What follows belongs to an exercise in optimizing a design on an open flow for small area and a short achievable clock period; a production flow would make more cautious choices.
The RTL was checked by simulation tests, not by an equivalence proof against the original design.
No activity file was given, so power comes from the tool's default toggle rates.

==> design/flow/design.v <==
module barrel_shifter
	(
		data_in,
		shift_number_in,
		data_after_shift_out
	);
input	[31 : 0]			data_in;
input	[4 : 0]				shift_number_in;
output	reg	[31 : 0]		data_after_shift_out;
always@(*)
	case(shift_number_in)
		5'b0_0000:	data_after_shift_out	<=	 data_in;
		5'b0_0001:	data_after_shift_out	<=	{data_in[31 - 1  : 0], data_in[31 : 31  - 1  + 1]};
		5'b0_0010:	data_after_shift_out	<=	{data_in[31 - 2  : 0], data_in[31 : 31  - 2  + 1]};
		5'b0_0011:	data_after_shift_out	<=	{data_in[31 - 3  : 0], data_in[31 : 31  - 3  + 1]};
		5'b0_0100:	data_after_shift_out	<=	{data_in[31 - 4  : 0], data_in[31 : 31  - 4  + 1]};
		5'b0_0101:	data_after_shift_out	<=	{data_in[31 - 5  : 0], data_in[31 : 31  - 5  + 1]};
		5'b0_0110:	data_after_shift_out	<=	{data_in[31 - 6  : 0], data_in[31 : 31  - 6  + 1]};
		5'b0_0111:	data_after_shift_out	<=	{data_in[31 - 7  : 0], data_in[31 : 31  - 7  + 1]};
		5'b0_1000:	data_after_shift_out	<=	{data_in[31 - 8  : 0], data_in[31 : 31  - 8  + 1]};
		5'b0_1001:	data_after_shift_out	<=	{data_in[31 - 9  : 0], data_in[31 : 31  - 9  + 1]};
		5'b0_1010:	data_after_shift_out	<=	{data_in[31 - 10 : 0], data_in[31 : 31  - 10 + 1]};
		5'b0_1011:	data_after_shift_out	<=	{data_in[31 - 11 : 0], data_in[31 : 31  - 11 + 1]};
		5'b0_1100:	data_after_shift_out	<=	{data_in[31 - 12 : 0], data_in[31 : 31  - 12 + 1]};
		5'b0_1101:	data_after_shift_out	<=	{data_in[31 - 13 : 0], data_in[31 : 31  - 13 + 1]};
		5'b0_1110:	data_after_shift_out	<=	{data_in[31 - 14 : 0], data_in[31 : 31  - 14 + 1]};
		5'b0_1111:	data_after_shift_out	<=	{data_in[31 - 15 : 0], data_in[31 : 31  - 15 + 1]};
		5'b1_0000:	data_after_shift_out	<=	{data_in[31 - 16 : 0], data_in[31 : 31  - 16 + 1]};
		5'b1_0001:	data_after_shift_out	<=	{data_in[31 - 17 : 0], data_in[31 : 31  - 17 + 1]};
		5'b1_0010:	data_after_shift_out	<=	{data_in[31 - 18 : 0], data_in[31 : 31  - 18 + 1]};
		5'b1_0011:	data_after_shift_out	<=	{data_in[31 - 19 : 0], data_in[31 : 31  - 19 + 1]};
		5'b1_0100:	data_after_shift_out	<=	{data_in[31 - 20 : 0], data_in[31 : 31  - 20 + 1]};
		5'b1_0101:	data_after_shift_out	<=	{data_in[31 - 21 : 0], data_in[31 : 31  - 21 + 1]};
		5'b1_0110:	data_after_shift_out	<=	{data_in[31 - 22 : 0], data_in[31 : 31  - 22 + 1]};
		5'b1_0111:	data_after_shift_out	<=	{data_in[31 - 23 : 0], data_in[31 : 31  - 23 + 1]};
		5'b1_1000:	data_after_shift_out	<=	{data_in[31 - 24 : 0], data_in[31 : 31  - 24 + 1]};
		5'b1_1001:	data_after_shift_out	<=	{data_in[31 - 25 : 0], data_in[31 : 31  - 25 + 1]};
		5'b1_1010:	data_after_shift_out	<=	{data_in[31 - 26 : 0], data_in[31 : 31  - 26 + 1]};
		5'b1_1011:	data_after_shift_out	<=	{data_in[31 - 27 : 0], data_in[31 : 31  - 27 + 1]};
		5'b1_1100:	data_after_shift_out	<=	{data_in[31 - 28 : 0], data_in[31 : 31  - 28 + 1]};
		5'b1_1101:	data_after_shift_out	<=	{data_in[31 - 29 : 0], data_in[31 : 31  - 29 + 1]};
		5'b1_1110:	data_after_shift_out	<=	{data_in[31 - 30 : 0], data_in[31 : 31  - 30 + 1]};
		5'b1_1111:	data_after_shift_out	<=	{data_in[31 - 31 : 0], data_in[31 : 31  - 31 + 1]}; 
	endcase
endmodule	
module msg_padding
#(
	parameter	WIDTH = 32
)
	(
		clk_in,
		reset_n_in,
		SM3_en_in,
		padding_en_in,
		msg_in,
		msg_valid_in,
		is_last_word_in,
		last_word_byte_in,
		is_1st_msg_block_out,
		msg_padded_out,
		padding_1_block_finished_out,
		padding_all_finished_out
	);
input					clk_in,
						reset_n_in,
						SM3_en_in,
						padding_en_in;
input	[WIDTH - 1 : 0]	msg_in;
input					msg_valid_in;
input					is_last_word_in;
input	[1:0]			last_word_byte_in;	 
output	reg	[511:0]		msg_padded_out;
output	reg				padding_1_block_finished_out;
output	reg				padding_all_finished_out;
output					is_1st_msg_block_out;
reg		[511:0]			buffer;			 
reg		[3:0]			count;
reg		[54:0]			block_count;
reg		[8:0]			bit_count;
reg						first_block;
reg						data_done;		 
reg						final_block;	 
reg						extra_pending;	 
reg						extra_80;		 
wire					accept;
wire	[31:0]			word_in;
wire	[9:0]			last_bits;
wire	[63:0]			msg_length;
assign	is_1st_msg_block_out = first_block;
assign	accept		=	padding_en_in && msg_valid_in && !data_done && !padding_1_block_finished_out;
assign	word_in		=	!is_last_word_in			? msg_in :
						last_word_byte_in == 2'b00	? {msg_in[31:24], 8'h80, 16'h0} :
						last_word_byte_in == 2'b01	? {msg_in[31:16], 8'h80, 8'h0} :
						last_word_byte_in == 2'b10	? {msg_in[31:8],  8'h80} :
													  msg_in;
assign	last_bits	=	{1'b0, count, 5'd0} + {6'd0, last_word_byte_in, 3'd0} + 10'd8;
assign	msg_length	=	{block_count, bit_count};
always@(*)
	if(extra_80)
		msg_padded_out	=	{32'h8000_0000, 416'd0, msg_length};
	else if(final_block)
		msg_padded_out	=	{buffer[511:64], msg_length};
	else
		msg_padded_out	=	buffer;
always@(posedge clk_in)
	if(!reset_n_in || !SM3_en_in)
		begin
			buffer							<=	512'd0;
			count							<=	4'd0;
			block_count						<=	55'd0;
			bit_count						<=	9'd0;
			first_block						<=	1'b1;
			data_done						<=	1'b0;
			final_block						<=	1'b0;
			extra_pending					<=	1'b0;
			extra_80						<=	1'b0;
			padding_1_block_finished_out	<=	1'b0;
			padding_all_finished_out		<=	1'b0;
		end
	else if(padding_1_block_finished_out)
		begin
			buffer							<=	512'd0;
			count							<=	4'd0;
			first_block						<=	1'b0;
			final_block						<=	1'b0;
			extra_80						<=	1'b0;
			padding_1_block_finished_out	<=	1'b0;
		end
	else if(accept)
		begin
			buffer[511 - 32 * count -: 32]	<=	word_in;
			count							<=	count + 1'b1;
			if(is_last_word_in)
				begin
					data_done		<=	1'b1;
					bit_count		<=	last_bits[8:0];
					if(last_bits[9])
						block_count	<=	block_count + 1'b1;
					if(last_word_byte_in == 2'b11 && count != 4'd15)
						buffer[511 - 32 * (count + 1'b1) -: 32]	<=	32'h8000_0000;
					if(count < 4'd13 || (count == 4'd13 && last_word_byte_in != 2'b11))
						begin
							final_block					<=	1'b1;
							padding_all_finished_out	<=	1'b1;
						end
					else
						begin
							extra_pending	<=	1'b1;
							extra_80		<=	1'b0;
						end
					padding_1_block_finished_out	<=	1'b1;
				end
			else if(count == 4'd15)
				begin
					block_count						<=	block_count + 1'b1;
					padding_1_block_finished_out	<=	1'b1;
				end
		end
	else if(extra_pending && padding_en_in)
		begin
			buffer							<=	512'd0;
			extra_pending					<=	1'b0;
			extra_80						<=	(bit_count == 9'd0);
			final_block						<=	1'b1;
			padding_1_block_finished_out	<=	1'b1;
			padding_all_finished_out		<=	1'b1;
		end
endmodule
module msg_expansion
	(
		clk_in,
		reset_n_in,
		message_in,
		start_in,
		index_j_in,
		word_p_out,
		word_out,
		msg_exp_finished_out
	);
input				clk_in;
input				reset_n_in;	
input	[511 : 0]	message_in;			
input				start_in;		
input	[5:0]		index_j_in;		
output	reg[31 : 0]	word_p_out;			
output	reg[31 : 0]	word_out;			
output				msg_exp_finished_out;
reg					working_en;
reg					msg_exp_finished_out;
reg		[1:0]		current_state,
					next_state;
reg		[31 : 0]	w0;
reg		[31 : 0]	w1;
reg		[31 : 0]	w2;
reg		[31 : 0]	w3;
reg		[31 : 0]	w4;
reg		[31 : 0]	w5;
reg		[31 : 0]	w6;
reg		[31 : 0]	w7;
reg		[31 : 0]	w8;
reg		[31 : 0]	w9;
reg		[31 : 0]	w10;
reg		[31 : 0]	w11;
reg		[31 : 0]	w12;
reg		[31 : 0]	w13;
reg		[31 : 0]	w14;
reg		[31 : 0]	w15;
wire	[31 : 0]	tmp_shift_15;	
wire	[31 : 0]	tmp_shift_7;	
wire	[31 : 0]	data_for_p1;
wire	[31 : 0]	data_after_p1;
wire	[31 : 0]	word_update;
assign	tmp_shift_15	=	{w13[31-15:0], w13[31:31-15+1]};
assign	tmp_shift_7		=	{w3[31-7:0],   w3[31:31-7+1]};
assign	data_for_p1		=	w0 ^ w7 ^ tmp_shift_15;
assign	data_after_p1	=	data_for_p1 ^ {data_for_p1[31-15:0], data_for_p1[31:31-15+1]} ^ {data_for_p1[31-23:0], data_for_p1[31:31-23+1]};
assign	word_update		=	data_after_p1 ^ tmp_shift_7 ^ w10;
always@(posedge clk_in)
	if(!reset_n_in)
		{w0, w1,  w2, w3, w4, w5, w6, w7, w8, w9, w10, w11, w12, w13, w14, w15}	<=	512'd0;
	else if(start_in)
		{w0, w1,  w2, w3, w4, w5, w6, w7, w8, w9, w10, w11, w12, w13, w14, w15}	<=	message_in;
	else if(working_en)
		{w0, w1,  w2, w3, w4, w5, w6, w7, w8, w9, w10, w11, w12, w13, w14, w15}	<=	{w1,  w2, w3, w4, w5, w6, w7, w8, w9, w10, w11, w12, w13, w14, w15, word_update};
	else
		{w0, w1,  w2, w3, w4, w5, w6, w7, w8, w9, w10, w11, w12, w13, w14, w15}	<=	{w0, w1,  w2, w3, w4, w5, w6, w7, w8, w9, w10, w11, w12, w13, w14, w15};	
always@(posedge clk_in)
	if(!reset_n_in)
		begin
			word_p_out	<=	32'd0;
			word_out	<=	32'd0;
		end
	else if(working_en)
		begin
			word_p_out	<=	w0 ^ w4;
			word_out	<=	w0;
		end
	else
		begin
			word_p_out	<=	word_p_out;
			word_out	<=	word_out;
		end
always@(posedge clk_in)					
	if(!reset_n_in)
		current_state	<=	2'b00;
	else
		current_state	<=	next_state;
always@(*)
	begin	
		next_state	=	2'b00;
		case(current_state)
			2'b00:
					if(start_in)
						next_state = 2'b01;
					else
						next_state = 2'b00;
			2'b01:
					if(index_j_in == 'd63)
						next_state = 2'b00;
					else
						next_state = 2'b01;
			default:
					next_state = 2'b00;
		endcase
	end
always@(posedge clk_in)
	if(!reset_n_in)
		begin
			working_en				<=	1'b0;
			msg_exp_finished_out	<=	1'b0;
		end
	else 
		begin
			if(next_state == 2'b01)
				working_en <= 1'b1;
			else
				working_en	<=	1'b0;	
			if(current_state == 2'b01 && next_state == 2'b00)
				msg_exp_finished_out	<=	'd1;
			else
				msg_exp_finished_out	<=	'd0;
		end
endmodule
module compression_function
	(
		clk_in,
		reset_n_in,
		start_in,
		index_j_in,
		is_1st_msg_block_in,
		word_expanded_p_in,
		word_expanded_in,		
		data_after_cf_out
	);
input					clk_in;
input					reset_n_in;
input					start_in;
input	[5  : 0]		index_j_in;
input	[31 : 0]		word_expanded_p_in;
input	[31 : 0]		word_expanded_in;
input					is_1st_msg_block_in;
output	reg[255: 0]		data_after_cf_out;
reg						msg_cf_finished;
reg		[31 : 0]	reg_a;
reg		[31 : 0]	reg_b;
reg		[31 : 0]	reg_c;
reg		[31 : 0]	reg_d;
reg		[31 : 0]	reg_e;
reg		[31 : 0]	reg_f;
reg		[31 : 0]	reg_g;
reg		[31 : 0]	reg_h;
wire	[31 : 0]	tmp_for_ss1_0;
wire	[31 : 0]	TJ;
wire	[5  : 0]	J_mod;
wire	[31 : 0]	tmp_for_ss1_1;
wire	[31 : 0]	tmp_for_ss1_2;
wire	[31 : 0]	ss1;
wire	[31 : 0]	ss2;
wire	[31 : 0]	tmp_for_tt1_0;
wire	[31 : 0]	tmp_for_tt1_1;
wire	[31 : 0]	tt1;
wire	[31 : 0]	tmp_for_tt2_0;
wire	[31 : 0]	tmp_for_tt2_1;
wire	[31 : 0]	tt2;
wire	[31 : 0]	tt2_after_p0;
wire	[255:0]		data;
reg		[1:0]		current_state,
					next_state;
reg					working_en;	
reg					load_en;		
wire	[31:0]		tmp_a,
					tmp_b,
					tmp_c,
					tmp_d,
					tmp_e,
					tmp_f,
					tmp_g,
					tmp_h;
reg					reg_is_1st_msg_block2;
reg					reg_is_1st_msg_block;
always@(posedge clk_in)					
	if(!reset_n_in)
		reg_is_1st_msg_block2	<= 1'b0;
	else
		reg_is_1st_msg_block2	<=	is_1st_msg_block_in;
always@(posedge clk_in)					
	if(!reset_n_in)
		reg_is_1st_msg_block	<= 1'b0;
	else
		reg_is_1st_msg_block	<=	reg_is_1st_msg_block2;
assign	tmp_for_ss1_0	=	{reg_a[31-12:0], reg_a[31:31-12+1]} + reg_e;
assign	TJ				=	index_j_in < 16 ? 32'h79cc4519  : 32'h7a879d8a;
assign	J_mod			=	index_j_in < 6'd32 ? index_j_in	:  index_j_in - 6'd32;
assign	tmp_for_ss1_2	=	tmp_for_ss1_0 + tmp_for_ss1_1;
assign	ss1				=	{tmp_for_ss1_2[31 - 7 : 0], tmp_for_ss1_2[31 : 31 - 7 + 1]};
assign	ss2				=	ss1 ^ {reg_a[31 - 12 : 0], reg_a[31 : 31 - 12 + 1]};
assign	tmp_for_tt1_0	=	index_j_in < 16 ? reg_a ^ reg_b ^ reg_c : (reg_a & reg_b | reg_a & reg_c | reg_b & reg_c);
assign	tmp_for_tt1_1	=	reg_d + ss2 + word_expanded_p_in;
assign	tt1				=	tmp_for_tt1_0 + tmp_for_tt1_1;
assign	tmp_for_tt2_0	=	index_j_in < 16 ? reg_e ^ reg_f ^ reg_g : (reg_e & reg_f | ~reg_e & reg_g);
assign	tmp_for_tt2_1	=	reg_h + ss1 + word_expanded_in;
assign	tt2				=	tmp_for_tt2_0 + tmp_for_tt2_1;
assign	tt2_after_p0	=	tt2 ^ {tt2[31-9:0], tt2[31:31-9+1]} ^ {tt2[31-17:0], tt2[31:31-17+1]};
assign	is_1st_data_block	=	load_en == 1'b1 && index_j_in == 'd0;
assign	data	=	is_1st_data_block 
					? data_after_cf_out 
					: {reg_a,reg_b,reg_c,reg_d,reg_e,reg_f,reg_g,reg_h};
assign	{tmp_a, tmp_b, tmp_c, tmp_d, tmp_e, tmp_f, tmp_g, tmp_h} = data;
always@(posedge clk_in)
	if(!reset_n_in)
		begin
			reg_a	<=	'd0;
			reg_b	<=	'd0;
			reg_c	<=	'd0;
			reg_d	<=	'd0;
			reg_e	<=	'd0;
			reg_f	<=	'd0;
			reg_g	<=	'd0;
			reg_h	<=	'd0;
		end
	else if(load_en && reg_is_1st_msg_block)
		begin
			reg_a	<=	32'h7380166f;
			reg_b	<=	32'h4914b2b9;
			reg_c	<=	32'h172442d7;
			reg_d	<=	32'hda8a0600;
			reg_e	<=	32'ha96f30bc;
			reg_f	<=	32'h163138aa;
			reg_g	<=	32'he38dee4d;
			reg_h	<=	32'hb0fb0e4e;		
		end
	else if(load_en &&!reg_is_1st_msg_block)
		begin
			reg_a	<=	tmp_a;
			reg_b	<=	tmp_b;
			reg_c	<=	tmp_c;
			reg_d	<=	tmp_d;
			reg_e	<=	tmp_e;
			reg_f	<=	tmp_f;
			reg_g	<=	tmp_g;
			reg_h	<=	tmp_h;
		end	
	else if(working_en)
		begin
			reg_d	<=	reg_c;
			reg_c	<=	{reg_b[31 - 9 : 0], reg_b[31 : 31 - 9 + 1]};
			reg_b 	<=	reg_a;
			reg_a	<=	tt1;
			reg_h	<=	reg_g;
			reg_g	<=	{reg_f[31 - 19 : 0], reg_f[31 : 31 - 19 + 1]};
			reg_f	<=	reg_e;
			reg_e	<=	tt2_after_p0;
		end
	else
		begin
			reg_a	<=	reg_a;
			reg_b	<=	reg_b;
			reg_c	<=	reg_c;
			reg_d	<=	reg_d;
			reg_e	<=	reg_e;
			reg_f	<=	reg_f;
			reg_g	<=	reg_g;
			reg_h	<=	reg_h;
		end			
always@(posedge clk_in)
	if(!reset_n_in)
		data_after_cf_out	<=	'd0;
	else if(is_1st_data_block && reg_is_1st_msg_block)
		data_after_cf_out	<=	{32'h7380166f, 32'h4914b2b9, 32'h172442d7, 32'hda8a0600, 32'ha96f30bc, 32'h163138aa, 32'he38dee4d, 32'hb0fb0e4e};
	else if(msg_cf_finished == 1'b1)
		data_after_cf_out	<=	{reg_a,reg_b,reg_c,reg_d,reg_e,reg_f,reg_g,reg_h} ^ data_after_cf_out;
	else
		data_after_cf_out	<=	data_after_cf_out;
barrel_shifter u_barrel_shifter
	(
		.data_in(TJ),
		.shift_number_in(J_mod[4:0]),
		.data_after_shift_out(tmp_for_ss1_1)
	);
always@(posedge clk_in)					
	if(!reset_n_in)
		current_state	<=	2'b00;
	else
		current_state	<=	next_state;
always@(*)
	begin	
		next_state	=	2'b00;
		case(current_state)
			2'b00:
					if(start_in)
						next_state = 2'b01;
					else
						next_state = 2'b00;
			2'b01:
					next_state = 2'b10;
			2'b10:
					if(index_j_in == 'd63)
						next_state = 2'b00;
					else
						next_state = 2'b10;
			default:
					next_state = 2'b00;
		endcase
	end
always@(posedge clk_in)
	if(!reset_n_in)
		begin
			working_en				<=	1'b0;
			msg_cf_finished	<=	1'b0;
		end
	else 
		begin
			if(current_state == 2'b00 && next_state == 2'b01)
				load_en	<=	1'b1;
			else
				load_en	<=	1'b0;
			if(next_state == 2'b10)
				working_en <= 1'b1;
			else
				working_en	<=	1'b0;	
			if(current_state == 2'b10 && next_state == 2'b00)
				msg_cf_finished	<=	'd1;
			else
				msg_cf_finished	<=	'd0;
		end
endmodule
module SM3_top
	(
		clk_in,
		reset_n_in,
		SM3_en_in,
		msg_in,
		msg_valid_in,
		is_last_word_in,
		last_word_byte_in,
		sm3_result_out,
		sm3_finished_out
	);
localparam	WIDTH = 32;	
input					clk_in,
						reset_n_in,
						SM3_en_in;
input	[WIDTH - 1 : 0]	msg_in;	
input					msg_valid_in;
input					is_last_word_in;	
input	[1:0]			last_word_byte_in;	
output	[255 : 0]		sm3_result_out;		
output					sm3_finished_out;	
reg						padding_en,
						iteration_en;
reg						sm3_finished_out;
reg		[1:0]			current_state,
						next_state;		
reg		[5:0]			index_j;
wire					padding_1_block_finished;
wire	[511:0]			msg_padded;
wire					padding_all_finished;
wire	[31:0]			word_expanded_p;
wire	[31:0]			word_expanded;
wire					msg_exp_finished;
reg						is_last_block;
wire					is_1st_msg_block;
always@(posedge clk_in)
	if(!reset_n_in)
		is_last_block 	<=	1'b0;
	else if(padding_all_finished)	
		is_last_block	<=	1'b1;
	else if(SM3_en_in == 1'b0)
		is_last_block	<=	1'b0;
	else
		is_last_block	<=	is_last_block;
always@(posedge clk_in)					
	if(!reset_n_in)
		current_state	<=	2'b00;
	else
		current_state	<=	next_state;
always@(*)
	begin	
		next_state	=	2'b00;
		case(current_state)
			2'b00:
				if(SM3_en_in == 1'b1 && is_last_block != 1'b1)	
					next_state = 2'b01;
				else
					next_state = 2'b00;
			2'b01:
				if(padding_1_block_finished)
					next_state = 2'b10;
				else
					next_state = 2'b01;
			2'b10:
				if(msg_exp_finished)
					next_state = 2'b00;
				else
					next_state = 2'b10;
			default:
					next_state = 2'b00;
		endcase
	end
always@(posedge clk_in)
	if(!reset_n_in)
		begin
			padding_en			<=	1'b0;
			iteration_en		<=	1'b0;
			sm3_finished_out	<=	1'b0;
		end
	else
		begin
			if(next_state == 2'b01)
				padding_en		<=	1'b1;
			else
				padding_en		<=	1'b0;
			if(current_state == 2'b10)
				iteration_en	<=	1'b1;
			else
				iteration_en	<=	1'b0;
			if(current_state == 2'b10 && next_state == 2'b00 && is_last_block ==  1'b1)
				sm3_finished_out	<=	1'b1;
			else
				sm3_finished_out	<=	1'b0;								
		end
always@(posedge clk_in)
	if(!reset_n_in)
		index_j	<=	'd0;
	else if(iteration_en)
		index_j	<=	index_j	+	1'b1;
	else
		index_j	<=	'd0;
msg_padding #(WIDTH) U_pad
	(
		.clk_in(						clk_in),
		.reset_n_in(					reset_n_in),
		.SM3_en_in(						SM3_en_in),
		.padding_en_in(					padding_en),
		.msg_in(						msg_in),
		.msg_valid_in(					msg_valid_in),
		.is_last_word_in(				is_last_word_in),
		.last_word_byte_in(				last_word_byte_in),
		.is_1st_msg_block_out(			is_1st_msg_block),
		.msg_padded_out(				msg_padded),
		.padding_1_block_finished_out(	padding_1_block_finished),
		.padding_all_finished_out(		padding_all_finished)
	);
msg_expansion U_exp
	(
		.clk_in(						clk_in),
		.reset_n_in(					reset_n_in),
		.start_in(						padding_1_block_finished),
		.index_j_in(					index_j),
		.message_in(					msg_padded),
		.word_p_out(					word_expanded_p),
		.word_out(						word_expanded),
		.msg_exp_finished_out(			msg_exp_finished)
	);	
compression_function U_cf
	(
		.clk_in(						clk_in),
		.reset_n_in(					reset_n_in),
		.start_in(						padding_1_block_finished),
		.index_j_in(					index_j),
		.is_1st_msg_block_in(			is_1st_msg_block),
		.word_expanded_p_in(			word_expanded_p),
		.word_expanded_in(				word_expanded),		
		.data_after_cf_out(				sm3_result_out)
	);	
endmodule		
==> design/flow/run.sh <==
#!/bin/bash
# synth_recipe.tcl (not shown) runs the flow's synth.tcl, then flattens the netlist and writes it again
# the make line also repeats each setting of config.mk as NAME=value (left out here)
make -C /OpenROAD-flow-scripts/flow DESIGN_CONFIG=/design/flow/config.mk WORK_HOME=/design/flow/orfs CLKGATE_MAP_FILE= SYNTH_SCRIPT=/design/flow/synth_recipe.tcl finish
==> design/flow/config.mk <==
export PLATFORM = sky130hd
export DESIGN_NAME = SM3_top
export DESIGN_NICKNAME = SM3_top
export VERILOG_FILES = /design/flow/design.v
export SDC_FILE = /design/flow/constraint.sdc
export NUM_CORES = 4
export LEC_CHECK = 0
export CAP_MARGIN = 20
export CORE_MARGIN = 2
export CORE_UTILIZATION = 40
export SLEW_MARGIN = 20
==> design/flow/constraint.sdc <==
create_clock -name core_clock -period 9.5 [get_ports {clk_in}]
set_input_delay 1.9000 -clock core_clock [delete_from_list [all_inputs] [get_ports {clk_in}]]
set_output_delay 1.9000 -clock core_clock [all_outputs]
set_load 0.01 [all_outputs]
==> notes.md <==
==> worst reg2reg max path, delay by kind of cell, from the launching register on <==
family / cells / cell delay [ns]
xor gates and xnor gates: 2 / 0.68
AOI/OAI and AO/OA: 14 / 2.27
adders and majority gates: 6 / 2.11
and+or+nand+nor: 9 / 2.07
buffers and inverters: 10 / 1.46
DFF: 1 / 0.34
==> path summary, 6_finish.rpt <==
kind / start / end / slack, ns / cells past startpoint
worst max-delay path: index_j[0] / U_cf.reg_e[15] / 0.41 / 41
worst min-delay path: U_pad.first_block / U_cf.reg_is_1st_msg_block2 / 0.43 / 2
worst max register to register: index_j[0] / U_cf.reg_e[15] / 0.41 / 41
worst min register to register: U_pad.first_block / U_cf.reg_is_1st_msg_block2 / 0.43 / 2
==> routing by layer <==
| layer | vias up | part of all wire | track usage |
|---|---|---|---|
| li1 | 34900 | - | - |
| met1 | 38800 | 0.40 | 0.454 |
| met2 | 4077 | 0.44 | 0.532 |
| met3 | 880 | 0.092 | 0.0672 |
| met4 | 10 | 0.067 | 0.201 |
| met5 | - | 0.00015 | 0 |
==> cell type report <==
class                      instances  area share
antenna                            4    0.000101
clock buffer                     279      0.0559
clock inverter                    62     0.00797
inverter                         269      0.0102
multi-input combinational       7246       0.479
sequential                      1693       0.341
tap                             2821      0.0355
timing repair buffer             811      0.0699
==> logic make-up after synthesis <==
group                      after synthesis  synth area share
muxes                                  560            0.0660
DFF                                   1693             0.398
xor gates and xnor gates               755            0.0791
AOI/OAI and AO/OA                     2294             0.186
buffers and inverters                 1067            0.0481
adders and majority gates              303            0.0611
and+or+nand+nor                       3334             0.161
==> cells in the mapped netlist, drive strengths merged (151+ instances only) <==
library cell / instances
xnor2: 335
fa: 188
inv: 268
a22oi: 232
mux2i: 552
dfxtp: 1692
a21oi: 761
nor2: 1709
clkbuf: 637
nand2: 1128
buf: 161
o22a: 151
o21ai: 226
xor2: 415
==> per-stage QoR <==
stage	cells	TNS, ns	util	instance area (µm²)
finish	13200	0	0.470	99500
CTS	13200	0	0.469	99300
detailed placement	12800	-0.636	0.438	92900
floorplan	10000	0	-	85100
global route	13200	-0.0444	0.470	99500
global placement	12800	-0.769	0.438	92900
==> power groups by stage <==
stage,clock network [µW],logic (µW),registers (µW)
after floorplan,0,9000,7620
after global placement,0,14200,7780
after detailed placement,0,14200,7780
after CTS,7590,14300,7620
after global routing,7860,15700,7630
final,7530,14700,7640
==> repair_timing <==
item | 4_1_cts | 5_1_grt
buffers inserted | 0 | 2
gates resized for setup | 4 | 49
setup endpoints to repair | 25 | 49
pin swaps | 0 | 12
==> results.toml <==
[clock_network]
clock_path_buffers = 3
hold_buffers = 0
clock_sinks = 1693
insertion_delay_ns = 0.88
cts_tree = "yes"
htreeDepth = 4
numCtsBuffers = 187
root_buffer = "clkbuf_16"
clk_pin_slew_ns = 0.06

[yosys]
synthesis.nets = 10300
synth_edf_count = 1
ys_seq_elements = 1693
synthArstFlopShare = 0
synth_area_leaders = "dfxtp_1, nor2_1, mux2i_1"
syn_inst = 10000
synth_top_area_cell = "dfxtp_1"
ys_seq_area_frac = 0.398
synth_top_area_share = 0.398
synth_flop_cell = "dfxtp_1"
synth_area_mm2 = 0.0851
synth_cell_type_count = 104
yosysWarnings = 6
synth_area_per_cell_um2 = 8.51

[route]
ant_nets = 0
dr.first_iter.drc_count = 9368
via_count = 78700
drc = 0
routed_wl_um = 390000
drt-pass1-iter-count = 6
via_per_inst = 5.97
post_drt_wl_per_cell_um = 29.6

[placement]
dp_hpwl_um = 272000
pre_cts_slack_ns = -0.193
gp_congestion = 0.984
portBuffers = 295

[timing]
slew_viol_final = 0
setup_violations = 0
fin_crit_sh = 0.956
fin_hold_ws_ns = 0.435
relSlewSlack = 0.204
skew_ns = 0.0670
fmax_mhz = 110
final.setup.worst_slack_ns = 0.415
finalHoldViolCount = 0
min_period_ns = 9.09
tightest_slew_ns = 1.18

[worst_setup_path]
cp.required_ns = 10.16
critical_path_buf_inv_count = 10
critPathKind = "reg2reg"
cpPeakStageDelay_ns = 0.54
path_common_cell = "buf_4"
arrival_ns = 9.75
critPathMaxFanout = 10
end_kind = "register"
worst_setup_path_start_kind = "register"
critPathSlowestCell = "xor2_1"
cpLargestDelayFamily = "compound AO/OA/AOI/OAI gates"

[grt]
grt_pass1_wl_um = 550000
grt_max_degree = 199
grt_pass1_vias = 73200
grt.total_usage = 0.347
grt_overflow = 0
antenna_found_initial = 12

[floorplan]
die_w_um = 465
ios = 296
initial_core_util = 0.402
design.die.area_mm2 = 0.217
die_h_um = 465
rows = 169
coreArea_mm2 = 0.212

[outcome]
outcome = "timing/DRC/antenna clean"

[final_layout]
syn_to_final_growth_pct = 16.9
regMostFlops = "U_pad.buffer"
largest_reg_flops = 512
final_nets = 10600
register_area_mm2 = 0.0339
final_common_cell = "nor2_1"
drive_above_1_share = 0.0963
nFillCells = 20500
largestRegisters = "U_pad.buffer: 512 flops, U_cf.data_after_cf_out: 256 flops, U_pad.block_count: 55 flops"
multiInputGateArea_mm2 = 0.0477
final_cell_mix = "nor2_1, dfxtp_1, nand2_1"

[power_and_ir_drop]
power_leakage_uw = 0.0360
p_comb_frac = 0.491
finalPower_uw = 29800
pwr-share-seq = 0.256
powerDensity_mw_per_mm2 = 300
switching_share = 0.393
clkPwrFrac = 0.252
p_int_uw = 18100
ir_drop_mv = 0.380
switchingPower_uw = 11700

[run]
cap_viol_max_count = 0

[worst_hold_path]
hold_path.class = "reg2reg"

separate check: timing with driven ports:
In the flow no input, the clock included, has a driving cell. The finished layout below was timed again as built, in two steps.
Step 1: set_driving_cell puts a clkbuf_16 on clk_in and a buf_2 on each other input, an assumption about the parent block.
Step 2 adds t to the input delays and takes it off the output delays; t is the mean of the earliest and latest rising clock arrival at the registers after step 1. Input paths then give back, and output paths get back, about the clock's delay inside the block.
Three values: ideal ports, drivers, drivers and shift; two values: the first two.
shift t [ns]: 0.940
setup slack, ns: 0.415 / 0.415 / 0.415
latest minus earliest clock arrival (ns): 0.071 / 0.072
After both steps this run still meets setup and hold. For this run, drivers alone change the setup slack by 0.000 ns; drivers and shift together by 0.000 ns.
